This is an optimization exercise on Yosys and OpenROAD, whose aim is small area, a short achievable clock period and few clock cycles per item, not a production implementation.
Function was checked by simulation only, so behaviour that the tests miss may differ from the original.

Setup of 02-06:
Design mod_mul64_module, start of the top module:
module mod_mul64_module
#(
    parameter A_WIDTH = 64,
    parameter B_WIDTH = 64,
    parameter N_WIDTH = 64
)
(
    input clk,
    input rst,
    input start,
    input [A_WIDTH-1:0] A,
    input [B_WIDTH-1:0] B,
    input [N_WIDTH-1:0] N,
    output [N_WIDTH-1:0] P,
    output done
);
export LEC_CHECK = 0
export CAP_MARGIN = 20
export CORE_MARGIN = 2
export CORE_UTILIZATION = 40
export CTS_BUF_LIST = sky130_fd_sc_hd__clkbuf_4 sky130_fd_sc_hd__clkbuf_8
export SETUP_SLACK_MARGIN = 3.0
export SLEW_MARGIN = 20
export TNS_END_PERCENT = 30
export BUFFER_PORTS_ARGS = -buffer_cell sky130_fd_sc_hd__buf_1
export CTS_ARGS = -sink_clustering_enable -repair_clock_nets -dont_use_dummy_load -sink_clustering_size 14 -sink_clustering_max_diameter 70 -buf_list {sky130_fd_sc_hd__clkbuf_4 sky130_fd_sc_hd__clkbuf_8}
create_clock -name core_clock -period 6.0 [get_ports {clk}]
standard.sh (not shown) runs the stock make flow with config.mk's settings and CLKGATE_MAP_FILE= SYNTH_SCRIPT=/design/flow/synth_recipe.tcl, a recipe that flattens the netlist after the stock synthesis.
==> flow/flow/run.sh <==
#!/bin/bash
# The standard layout (the standard.sh) with two changes:
#  - plain buf_1 cells as the port buffers instead of clkdlybuf4s50_1;
#  - clock tree synthesis without dummy loads (same arguments as the
#    standard flow otherwise).
# The make output goes to standard.log; ORFS keeps each step's log under
# orfs/logs.
set -e
cat >> config.mk <<'CFG'
export BUFFER_PORTS_ARGS = -buffer_cell sky130_fd_sc_hd__buf_1
export CTS_ARGS = -sink_clustering_enable -repair_clock_nets -dont_use_dummy_load -sink_clustering_size 14 -sink_clustering_max_diameter 70 -buf_list {sky130_fd_sc_hd__clkbuf_4 sky130_fd_sc_hd__clkbuf_8}
CFG
bash standard.sh > standard.log 2>&1
02-06 | status: complete | timing, DRC, antenna: pass
Testbench counts of 02-06, summed over its fixed seeds: cycles 14,291, ops 192.
Input changes introduced in 07-04 (baseline for comparison: 02-06):
# 02-06
export LEC_CHECK = 0
export CAP_MARGIN = 20
export CORE_MARGIN = 2
export CORE_UTILIZATION = 40
export CTS_BUF_LIST = sky130_fd_sc_hd__clkbuf_4 sky130_fd_sc_hd__clkbuf_8
export SETUP_SLACK_MARGIN = 3.0
export SLEW_MARGIN = 20
export TNS_END_PERCENT = 30
export BUFFER_PORTS_ARGS = -buffer_cell sky130_fd_sc_hd__buf_1
export CTS_ARGS = -sink_clustering_enable -repair_clock_nets -dont_use_dummy_load -sink_clustering_size 14 -sink_clustering_max_diameter 70 -buf_list {sky130_fd_sc_hd__clkbuf_4 sky130_fd_sc_hd__clkbuf_8}
create_clock -name core_clock -period 6.0 [get_ports {clk}]
# 07-04
export LEC_CHECK = 0
export CAP_MARGIN = 20
export CORE_MARGIN = 2
export CORE_UTILIZATION = 40
export CTS_BUF_LIST = sky130_fd_sc_hd__clkbuf_4 sky130_fd_sc_hd__clkbuf_8
export SETUP_SLACK_MARGIN = 3.0
export SLEW_MARGIN = 20
export BUFFER_PORTS_ARGS = -buffer_cell sky130_fd_sc_hd__buf_1
export CTS_ARGS = -sink_clustering_enable -repair_clock_nets -dont_use_dummy_load -sink_clustering_size 14 -sink_clustering_max_diameter 70 -buf_list {sky130_fd_sc_hd__clkbuf_4 sky130_fd_sc_hd__clkbuf_8}
create_clock -name core_clock -period 6.0 [get_ports {clk}]
## What came out
In 07-04, number of clock buffers in the layout is lower than in 02-06. Library cell contributing the largest single delay on the critical path: fa_2 -> 02-06, fa_1 -> 07-04. 07-04 finished end to end and its layout was clean on timing, DRC and antenna. Compared with 02-06, detailed-route wire length in 07-04 decreased slightly.

---

before:
The RTL this note starts from:
==> flow/design.v <==
`timescale 1ns / 1ps
module mod_mul64_module
#(
    parameter A_WIDTH = 64,
    parameter B_WIDTH = 64,
    parameter N_WIDTH = 64
)
(
    input clk,
    input rst,
    input start,
    input [A_WIDTH-1:0] A,
    input [B_WIDTH-1:0] B,
    input [N_WIDTH-1:0] N,
    output [N_WIDTH-1:0] P,
    output done
);
    localparam W = 66;
    localparam IDLE = 3'd0;
    localparam NORM = 3'd1;
    localparam LOOP = 3'd2;
    localparam CONV = 3'd3;
    localparam SHR  = 3'd4;
    reg [2:0] state;
    reg done_reg;
    reg [5:0] sc;
    reg [6:0] cnt;
    reg b_cur;       
    reg b_nxt;       
    reg b_nn;        
    reg md2;         
    reg md1;         
    reg mdh;         
    reg cadd;        
    reg q_a1;        
    reg q_a2;        
    reg q_s1;        
    reg q_s2;        
    reg neg;         
    reg [7:0] u4;    
    reg [63:0] n_reg;
    reg [7:0] v2;    
    reg [7:0] v1;    
    reg [7:0] v0;    
    reg [7:0] vm1;   
    reg [4:0] a5;    
    reg [5:0] a15;   
    reg [W-1:0] S, C;
    wire ml = md2;
    wire hold = md1;
    wire [W-1:0] s_in = ({W{md2}} & {S[W-2:0], 1'b0})
                      | ({W{hold}} & S)
                      | ({W{mdh}} & {1'b0, S[W-1:1]});
    wire [W-1:0] c_in = ({W{md2}} & {C[W-2:0], 1'b0})
                      | ({W{hold | mdh}} & C);
    wire [W-1:0] n1 = {2'b00, n_reg};
    wire [W-1:0] n2 = {1'b0, n_reg, 1'b0};
    wire [W-1:0] y = (({W{q_a1 | q_s1}} & n1) | ({W{q_a2 | q_s2}} & n2)) ^ {W{neg}};
    wire [W-1:0] s1 = s_in ^ c_in ^ y;
    wire [W-1:0] maj1 = (s_in & c_in) | (s_in & y) | (c_in & y);
    wire [W-1:0] c1 = {maj1[W-2:0], neg};
    wire xb = ml & b_cur;
    wire [W-1:0] x = {2'b00, {64{xb}} & A};
    wire [W-1:0] s2 = s1 ^ c1 ^ x;
    wire [W-1:0] maj2 = (s1 & c1) | (s1 & x) | (c1 & x);
    wire [W-1:0] c2 = {maj2[W-2:0], 1'b0};
    always @(posedge clk) begin
        S <= s2;
        C <= c2;
    end
    wire [7:0] u1 = S[65:58];
    wire [7:0] u2 = C[65:58];
    wire [7:0] e_s = u1 ^ u2 ^ u4;
    wire [7:0] e_c = {(u1[6:0] & u2[6:0]) | (u1[6:0] & u4[6:0]) | (u2[6:0] & u4[6:0]), 1'b0};
    wire lt2, lt1, lt0, ltm1;
    sign3 u_s2  (.a(e_s), .b(e_c), .k(v2),  .s(lt2));
    sign3 u_s1  (.a(e_s), .b(e_c), .k(v1),  .s(lt1));
    sign3 u_s0  (.a(e_s), .b(e_c), .k(v0),  .s(lt0));
    sign3 u_sm1 (.a(e_s), .b(e_c), .k(vm1), .s(ltm1));
    wire ge2 = !lt2;
    wire ge1 = !lt1;
    wire ge0 = !lt0;
    wire gem1 = !ltm1;
    wire nq_s2 = ge2;
    wire nq_s1 = ge1 & !ge2;
    wire nq_a1 = gem1 & !ge0;
    wire nq_a2 = !gem1;
    wire u4_first = (state == NORM);
    wire [7:0] u4_n = u4_first ? {2'b11, ~n_next[63:58]} :
                      ({8{nq_a1}} & {3'b000, n_reg[63:59]})
                    | ({8{nq_a2}} & {2'b00, n_reg[63:58]})
                    | ({8{nq_s1}} & {3'b111, ~n_reg[63:59]})
                    | ({8{nq_s2}} & {2'b11, ~n_reg[63:58]});
    reg c_zero;      
    always @(posedge clk)
        c_zero <= ~|c2;
    wire fin = (state == CONV) && !cadd && c_zero;
    wire done_now = fin && !S[W-1] && (sc == 6'd0);
    wire [6:0] cnt_3 = cnt + 7'd3;
    wire b_n3 = !cnt_3[6] & B[~cnt_3[5:0]];
    wire last = (cnt == {1'b0, sc} + 7'd63);
    wire [63:0] n_next = (state == IDLE) ? N :
                         (state == NORM && !n_reg[63]) ? {n_reg[62:0], 1'b0} : n_reg;
    always @(posedge clk) begin
        u4 <= u4_n;
        n_reg <= n_next;
        a5 <= A[63:59];
        a15 <= a15_n[6:1];
    end
    wire [6:0] a15_n = {2'b00, A[63:59]} + {1'b0, A[63:59], 1'b0};
    wire u3_h = b_nxt;
    wire u3_l = b_nn;
    wire [7:0] u3_n = (u3_h & u3_l) ? {2'b00, a15} :
                      u3_h ? {3'b000, a5} :
                      u3_l ? {4'b0000, a5[4:1]} : 8'd0;
    wire [7:0] fx_n = {5'b00001, n_next[62:60]};
    always @(posedge clk) begin
        v2 <= u3_n;
        v1 <= u3_n + 8'd4;
        v0 <= u3_n + fx_n + 8'd5;
        vm1 <= u3_n + {fx_n[6:0], 1'b0} + 8'd6;
    end
    always @(posedge clk, posedge rst) begin
        if (rst) begin
            state <= IDLE;
            done_reg <= 1'b0;
            sc <= 6'd0;
            cnt <= 7'd0;
            b_cur <= 1'b0;
            b_nxt <= 1'b0;
            b_nn <= 1'b0;
            md2 <= 1'b0;
            md1 <= 1'b1;
            mdh <= 1'b0;
            cadd <= 1'b0;
            q_a1 <= 1'b0;
            q_a2 <= 1'b0;
            q_s1 <= 1'b0;
            q_s2 <= 1'b0;
            neg <= 1'b0;
        end
        else begin
            cadd <= 1'b0;
            md2 <= 1'b0;
            md1 <= 1'b0;
            mdh <= 1'b0;
            q_a1 <= 1'b0;
            q_a2 <= 1'b0;
            q_s1 <= 1'b0;
            q_s2 <= 1'b0;
            neg <= 1'b0;
            case (state)
                IDLE: begin
                    b_nxt <= B[63];
                    b_nn <= B[62];
                    cnt <= 7'd0;
                    sc <= 6'd0;
                    if (start) begin
                        done_reg <= 1'b0;
                        state <= NORM;
                    end
                    else
                        md1 <= 1'b1;
                end
                NORM: begin
                    if (!n_reg[63])
                        sc <= sc + 6'd1;
                    if (n_reg[63] || n_reg[62]) begin
                        b_cur <= b_nxt;
                        b_nxt <= b_nn;
                        b_nn <= B[61];
                        state <= LOOP;
                        md2 <= 1'b1;
                        q_s2 <= 1'b1;
                        neg <= 1'b1;
                    end
                end
                LOOP: begin
                    cnt <= cnt + 7'd1;
                    b_cur <= b_nxt;
                    b_nxt <= b_nn;
                    b_nn <= b_n3;
                    if (last) begin
                        state <= CONV;
                        md1 <= 1'b1;
                        cadd <= 1'b1;
                        q_a1 <= gem1;
                        q_a2 <= !gem1;
                    end
                    else begin
                        md2 <= 1'b1;
                        q_s2 <= nq_s2;
                        q_s1 <= nq_s1;
                        q_a1 <= nq_a1;
                        q_a2 <= nq_a2;
                        neg <= ge1;
                    end
                end
                CONV: begin
                    md1 <= 1'b1;
                    if (fin) begin
                        if (S[W-1]) begin
                            q_a1 <= 1'b1;
                            cadd <= 1'b1;
                        end
                        else if (sc != 6'd0) begin
                            state <= SHR;
                            md1 <= 1'b0;
                            mdh <= 1'b1;
                        end
                        else begin
                            state <= IDLE;
                            done_reg <= 1'b1;
                        end
                    end
                end
                SHR: begin
                    sc <= sc - 6'd1;
                    if (sc == 6'd1) begin
                        state <= IDLE;
                        done_reg <= 1'b1;
                        md1 <= 1'b1;
                    end
                    else
                        mdh <= 1'b1;
                end
                default: state <= IDLE;
            endcase
        end
    end
    assign P = S[63:0];
    assign done = done_reg | done_now;
endmodule
module sign3 (
    input [7:0] a,
    input [7:0] b,
    input [7:0] k,
    output s
);
    wire [7:0] x = a ^ b ^ k;
    wire [7:0] y = {(a[6:0] & b[6:0]) | (a[6:0] & k[6:0]) | (b[6:0] & k[6:0]), 1'b0};
    wire [6:0] g0 = x[6:0] & y[6:0];
    wire [6:0] p0 = x[6:0] ^ y[6:0];
    wire [6:0] g1, p1, g2, p2, g3;
    genvar i;
    generate
        for (i = 0; i < 7; i = i + 1) begin : pf
            if (i < 1) begin : a1
                assign g1[i] = g0[i];
                assign p1[i] = p0[i];
            end else begin : b1
                assign g1[i] = g0[i] | (p0[i] & g0[i-1]);
                assign p1[i] = p0[i] & p0[i-1];
            end
            if (i < 2) begin : a2
                assign g2[i] = g1[i];
                assign p2[i] = p1[i];
            end else begin : b2
                assign g2[i] = g1[i] | (p1[i] & g1[i-2]);
                assign p2[i] = p1[i] & p1[i-2];
            end
            if (i < 4) begin : a3
                assign g3[i] = g2[i];
            end else begin : b3
                assign g3[i] = g2[i] | (p2[i] & g2[i-4]);
            end
        end
    endgenerate
    assign s = x[7] ^ y[7] ^ g3[6];
endmodule
Settings: LEC_CHECK=0, CAP_MARGIN=20, CORE_MARGIN=2, CORE_UTILIZATION=40, SETUP_SLACK_MARGIN=3.0, SLEW_MARGIN=20, BUFFER_PORTS_ARGS=-buffer_cell sky130_fd_sc_hd__buf_1; clock period 6.0 ns.
==> flow/flow/run.sh <==
#!/bin/bash
# The standard layout (the standard.sh), with plain buf_1 cells as the
# port buffers instead of the default clkdlybuf4s50_1. The make output goes
# to standard.log; ORFS keeps each step's log under orfs/logs.
set -e
echo 'export BUFFER_PORTS_ARGS = -buffer_cell sky130_fd_sc_hd__buf_1' >> config.mk
bash standard.sh > standard.log 2>&1
Testbench counts of before, summed over its fixed seeds: cycles 14,291, ops 192.
Setup changes, before to after
Settings: CTS_BUF_LIST now sky130_fd_sc_hd__clkbuf_4 sky130_fd_sc_hd__clkbuf_8, previously not set; CAP_MARGIN now 5, was 20; SLEW_MARGIN now 5, was 20; CTS_ARGS now -sink_clustering_enable -repair_clock_nets -dont_use_dummy_load -sink_clustering_size 14 -sink_clustering_max_diameter 70 -buf_list {sky130_fd_sc_hd__clkbuf_4 sky130_fd_sc_hd__clkbuf_8}, previously not set.
==> flow/flow/run.sh <==
#!/bin/bash
# The standard layout (the standard.sh) with two changes:
#  - plain buf_1 cells as the port buffers instead of clkdlybuf4s50_1;
#  - clock tree synthesis without dummy loads (same arguments as the
#    standard flow otherwise).
# The make output goes to standard.log; ORFS keeps each step's log under
# orfs/logs.
set -e
cat >> config.mk <<'CFG'
export BUFFER_PORTS_ARGS = -buffer_cell sky130_fd_sc_hd__buf_1
export CTS_ARGS = -sink_clustering_enable -repair_clock_nets -dont_use_dummy_load -sink_clustering_size 14 -sink_clustering_max_diameter 70 -buf_list {sky130_fd_sc_hd__clkbuf_4 sky130_fd_sc_hd__clkbuf_8}
CFG
bash standard.sh > standard.log 2>&1
[summary]
- after -> before: cell area after synthesis delta 0, exact match
- after ended with less required time at the worst-slack endpoint than before.
- after: number of cells upsized or downsized after cts 5 below before

## afterwards: timing with drivers on the ports
The results above use ideal ports. As a check the final layouts listed here were re-extracted and re-timed, cells and wires unchanged.
Step 1 (the two cells are an assumption about what drives the block):
set clk [get_ports {clk}]
set_driving_cell -lib_cell sky130_fd_sc_hd__clkbuf_16 $clk
set_driving_cell -lib_cell sky130_fd_sc_hd__buf_2 [delete_from_list [all_inputs] $clk]
Step 2 moves the port delays by t, midway between the first and last clock arrival at a register: inputs arrive t later, outputs are due t later. That takes back most of the time a late clock gives input paths.
Slacks: ideal ports / drivers / drivers and shift; pairs: ideal ports / drivers.
run | t (ns) | setup slack, ns | hold slack, ns
02-06 | 0.636 | 2.866 / 2.852 / 2.866 | 0.470 / 0.470 / 0.470
07-04 | 0.625 | 2.885 / 2.885 / 2.885 | 0.473 / 0.473 / 0.473
before | 0.649 | 2.629 / 2.629 / 2.629 | 0.507 / 0.507 / 0.507
after | 0.630 | 2.536 / 2.536 / 2.536 | 0.508 / 0.508 / 0.508
After both steps every run listed still meets setup and hold.
